Context: an optimization exercise on an open-source flow, tuned for small area, a short achievable clock period and few clock cycles per item. The choices shown serve that exercise and are no tape-out recipe. The RTL was checked by simulation tests, not by an equivalence proof against the original design.

Setup of rev 12:
==> module LUT, before the edit <==
module LUT (
    input      [14:0] step,     
    output reg [31:0] value
);
    always @(*) begin
        value = 32'h0;
        if (step[0]) value = value | 32'h2D000000;
        if (step[1]) value = value | 32'h1A90F0F5;
        if (step[2]) value = value | 32'h0E0926A5;
        if (step[3]) value = value | 32'h072023D0;
        if (step[4]) value = value | 32'h03937ABF;
        if (step[5]) value = value | 32'h01C95CAD;
        if (step[6]) value = value | 32'h00E492E5;
        if (step[7]) value = value | 32'h00722D16;
        if (step[8]) value = value | 32'h00391D3F;
        if (step[9]) value = value | 32'h001CC3DD;
        if (step[10]) value = value | 32'h000E2487;
        if (step[11]) value = value | 32'h00072290;
        if (step[12]) value = value | 32'h0003917C;
        if (step[13]) value = value | 32'h0001E66E;
        if (step[14]) value = value | 32'h0000E557;
    end
endmodule
==> module rsh, before the edit <==
module rsh (
    input  [31:0] d,
    input  [3:0]  lo,
    input  [3:0]  hi,
    output [31:0] q
);
    wire [31:0] t;
    wire [46:0] de = {{15{d[31]}}, d};
    wire [43:0] te = {{12{d[31]}}, t};
    genvar j;
    generate
        for (j = 0; j < 31; j = j + 1) begin : s1
            assign t[j] = (lo[0] & de[j]) | (lo[1] & de[j + 1]) |
                          (lo[2] & de[j + 2]) | (lo[3] & de[j + 3]);
        end
        assign t[31] = d[31];
        for (j = 0; j < 31; j = j + 1) begin : s2
            assign q[j] = (hi[0] & te[j]) | (hi[1] & te[j + 4]) |
                          (hi[2] & te[j + 8]) | (hi[3] & te[j + 12]);
        end
        assign q[31] = d[31];
    endgenerate
endmodule
==> module R_CORDIC_Unit, before the edit <==
module R_CORDIC_Unit (
    input signed [31:0]      i_data_1,
    input signed [31:0]      i_data_2,
    input signed [31:0]      angle,
    input                    en,
    input                    rst,
    input                    clk,
    output signed [31:0]     o_data_1,
    output signed [31:0]     o_data_2,
    output                   done_flag
);
    reg        busy, done;
    reg  [4:0] cnt;
    reg signed [31:0] bx, by, ba;
    reg               bc;
    reg        [3:0]  sxl, sxh;    
    reg        [3:0]  syl, syh;    
    reg        [14:0] oh;          
    reg               fin;     
    reg               hold;    
    reg               sgx;     
    reg               sgy_n;   
    reg               sga_n;   
    wire m1 = cnt == 5'd15;
    wire m2 = cnt == 5'd16;
    wire m3 = cnt == 5'd17;
    wire [4:0]  cnt_n = en ? 5'd0 : busy ? cnt + 5'd1 : cnt;
    wire        fin_n  = !en && busy && (m1 || m2);
    wire        hold_n = !en && busy && m2;
    wire [31:0] t;
    LUT lut (.step(oh), .value(t));
    wire cinx = sgx | (fin & bc);
    wire [31:0] sx, sy;
    rsh rsh_x (.d(bx), .lo(sxl), .hi(sxh), .q(sx));
    rsh rsh_y (.d(by), .lo(syl), .hi(syh), .q(sy));
    wire [31:0] nx, ny, na;
    add_sk add_x (.a(bx), .b(sy ^ {32{sgx}}),   .cin(cinx),  .s(nx));
    add_sk add_y (.a(by), .b(sx ^ {32{sgy_n}}), .cin(sgy_n), .s(ny));
    add_sk add_a (.a(ba), .b(t  ^ {32{sga_n}}), .cin(sga_n), .s(na));
    wire [31:0] ks, kc;
    wire        kci;
    R_CORDIC gain (.x(ba), .s(ks), .c(kc), .cin(kci));
    wire [31:0] ba_n = en ? angle : m1 ? by : (m2 || cnt == 5'd14) ? nx : na;
    wire        sg_n = en ? angle[31] : na[31];
    always @(posedge clk or posedge rst) begin
        if (rst) begin
            busy <= 1'b0;
            done <= 1'b0;
            cnt  <= 5'd0;
        end else begin
            done <= busy && m3;
            cnt  <= cnt_n;
            if (en)
                busy <= 1'b1;
            else if (m3)
                busy <= 1'b0;
        end
    end
    always @(posedge clk) begin
        bc    <= kci;
        fin   <= fin_n;
        hold  <= hold_n;
        sxl   <= 4'd1 << cnt_n[1:0];
        sxh   <= 4'd1 << cnt_n[3:2];
        syl   <= fin_n ? 4'd1 : 4'd1 << cnt_n[1:0];
        syh   <= fin_n ? 4'd1 : 4'd1 << cnt_n[3:2];
        oh    <= en ? 15'd1 : oh << 1;
        sgx   <= sg_n & ~fin_n;
        sgy_n <= ~sg_n;
        sga_n <= ~(sg_n | hold_n);
        ba    <= ba_n;
        if (en) begin
            bx <= i_data_1;
            by <= i_data_2;
        end else if (m1 | m2) begin
            bx <= ks;
            by <= kc;
        end else begin
            bx <= nx;
            by <= ny;
        end
    end
    assign o_data_1  = ba;
    assign o_data_2  = bx;
    assign done_flag = done;
endmodule
==> flow/config.mk <==
export PLATFORM = sky130hd
export DESIGN_NAME = R_CORDIC_Unit
export DESIGN_NICKNAME = R_CORDIC_Unit
export VERILOG_FILES = /design/flow/design.v
export SDC_FILE = /design/flow/constraint.sdc
export NUM_CORES = 4
export LEC_CHECK = 0
export CAP_MARGIN = 20
export CORE_MARGIN = 2
export CORE_UTILIZATION = 60
export PLACE_DENSITY = 0.7
export SLEW_MARGIN = 20
==> flow/constraint.sdc <==
create_clock -name core_clock -period 10.0 [get_ports {clk}]
set_input_delay 2.0000 -clock core_clock [delete_from_list [all_inputs] [get_ports {clk}]]
set_output_delay 2.0000 -clock core_clock [all_outputs]
set_load 0.01 [all_outputs]
standard.sh (not shown) runs the stock make flow with config.mk's settings and CLKGATE_MAP_FILE= SYNTH_SCRIPT=/design/flow/synth_recipe.tcl, a recipe that flattens the netlist after the stock synthesis.
==> flow/flow/run.sh <==
#!/bin/bash
set -euo pipefail
export BUFFER_PORTS_ARGS="-buffer_cell sky130_fd_sc_hd__buf_1"
export SETUP_SLACK_MARGIN=5.5
bash standard.sh > standard.log 2>&1
Testbench counts of rev 12, summed over its fixed seeds: cycles 9,736, items 512.
> inputs changed (rev 12 -> rev 13)
--- a/flow/design.v
+++ b/flow/design.v
@@ -1,23 +1,24 @@
 module LUT (
-    input      [14:0] step,     
+    input      [3:0]  lo_n,     
+    input      [3:0]  hi_n,     
     output reg [31:0] value
 );
     always @(*) begin
         value = 32'h0;
-        if (step[0]) value = value | 32'h2D000000;
-        if (step[1]) value = value | 32'h1A90F0F5;
-        if (step[2]) value = value | 32'h0E0926A5;
-        if (step[3]) value = value | 32'h072023D0;
-        if (step[4]) value = value | 32'h03937ABF;
-        if (step[5]) value = value | 32'h01C95CAD;
-        if (step[6]) value = value | 32'h00E492E5;
-        if (step[7]) value = value | 32'h00722D16;
-        if (step[8]) value = value | 32'h00391D3F;
-        if (step[9]) value = value | 32'h001CC3DD;
-        if (step[10]) value = value | 32'h000E2487;
-        if (step[11]) value = value | 32'h00072290;
-        if (step[12]) value = value | 32'h0003917C;
-        if (step[13]) value = value | 32'h0001E66E;
-        if (step[14]) value = value | 32'h0000E557;
+        if (!hi_n[0] && !lo_n[0]) value = value | 32'h2D000000;   
+        if (!hi_n[0] && !lo_n[1]) value = value | 32'h1A90F0F5;   
+        if (!hi_n[0] && !lo_n[2]) value = value | 32'h0E0926A5;   
+        if (!hi_n[0] && !lo_n[3]) value = value | 32'h072023D0;   
+        if (!hi_n[1] && !lo_n[0]) value = value | 32'h03937ABF;   
+        if (!hi_n[1] && !lo_n[1]) value = value | 32'h01C95CAD;   
+        if (!hi_n[1] && !lo_n[2]) value = value | 32'h00E492E5;   
+        if (!hi_n[1] && !lo_n[3]) value = value | 32'h00722D16;   
+        if (!hi_n[2] && !lo_n[0]) value = value | 32'h00391D3F;   
+        if (!hi_n[2] && !lo_n[1]) value = value | 32'h001CC3DD;   
+        if (!hi_n[2] && !lo_n[2]) value = value | 32'h000E2487;   
+        if (!hi_n[2] && !lo_n[3]) value = value | 32'h00072290;   
+        if (!hi_n[3] && !lo_n[0]) value = value | 32'h0003917C;   
+        if (!hi_n[3] && !lo_n[1]) value = value | 32'h0001E66E;   
+        if (!hi_n[3] && !lo_n[2]) value = value | 32'h0000E557;   
     end
 endmodule
@@ -194,19 +195,16 @@
     output [31:0] q
 );
-    wire [31:0] t;
     wire [46:0] de = {{15{d[31]}}, d};
-    wire [43:0] te = {{12{d[31]}}, t};
+    wire [43:0] t;
     genvar j;
     generate
-        for (j = 0; j < 31; j = j + 1) begin : s1
+        for (j = 0; j < 44; j = j + 1) begin : s1
             assign t[j] = (lo[0] & de[j]) | (lo[1] & de[j + 1]) |
                           (lo[2] & de[j + 2]) | (lo[3] & de[j + 3]);
         end
-        assign t[31] = d[31];
-        for (j = 0; j < 31; j = j + 1) begin : s2
-            assign q[j] = (hi[0] & te[j]) | (hi[1] & te[j + 4]) |
-                          (hi[2] & te[j + 8]) | (hi[3] & te[j + 12]);
+        for (j = 0; j < 32; j = j + 1) begin : s2
+            assign q[j] = (hi[0] & t[j]) | (hi[1] & t[j + 4]) |
+                          (hi[2] & t[j + 8]) | (hi[3] & t[j + 12]);
         end
-        assign q[31] = d[31];
     endgenerate
 endmodule
@@ -750,5 +748,5 @@
     reg        [3:0]  sxl, sxh;    
     reg        [3:0]  syl, syh;    
-    reg        [14:0] oh;          
+    reg        [3:0]  tl_n, th_n;  
     reg               fin;     
     reg               hold;    
@@ -763,5 +761,5 @@
     wire        hold_n = !en && busy && m2;
     wire [31:0] t;
-    LUT lut (.step(oh), .value(t));
+    LUT lut (.lo_n(tl_n), .hi_n(th_n), .value(t));
     wire cinx = sgx | (fin & bc);
     wire [31:0] sx, sy;
@@ -799,5 +797,6 @@
         syl   <= fin_n ? 4'd1 : 4'd1 << cnt_n[1:0];
         syh   <= fin_n ? 4'd1 : 4'd1 << cnt_n[3:2];
-        oh    <= en ? 15'd1 : oh << 1;
+        tl_n  <= fin_n ? 4'b0111 : ~(4'd1 << cnt_n[1:0]);
+        th_n  <= fin_n ? 4'b0111 : ~(4'd1 << cnt_n[3:2]);
         sgx   <= sg_n & ~fin_n;
         sgy_n <= ~sg_n;
Notes after the runs:
Rev 13 finished every step from synthesis to the final layout, and the layout passed the timing, DRC and antenna checks.
On clock-buffer cell count, the lower figure sits with rev 13, not rev 12.
On rev 13: longest individual stage delay on the worst path is 50 ps lower than what rev 12 gave.
[rev 13 vs rev 12] average detailed-routed wire length per instance: higher in rev 13
Inverter count of the layout excluding clock inverters of rev 13 exceeds that of rev 12 by a little under 10%.
Diff rev 13 and rev 12: die area lower in rev 12
Per the comparison of rev 13 with rev 12, area of all placed cells without fillers now sits lower; via count now sits higher; sequential cell count now sits lower.
Testbench counts of rev 13, summed over its fixed seeds: cycles 9,736, items 512.

## static timing again, ports no longer ideal
No port has a modelled driver above. Below, the same layouts with a new extraction and two added sets of constraints.
Step 1, drivers: a clkbuf_16 drives clk and a buf_2 each remaining input, both assumed.
Step 2 moves the port delays by t, midway between the first and last clock arrival at a register: inputs arrive t later, outputs are due t later. That takes back most of the time a late clock gives input paths.
Slacks: ideal ports / drivers / drivers and shift; pairs: ideal ports / drivers.
run	shift t [ns]	slack for setup (ns)	hold slack, ns	slew at the worst register clock pin (ns)
rev 12	0.512	5.560 / 5.560 / 5.560	0.495 / 0.495 / 0.495	0.08 / 0.08
rev 13	0.506	5.546 / 5.546 / 5.546	0.554 / 0.554 / 0.554	0.08 / 0.08
After both steps setup and hold are still met in every run listed.
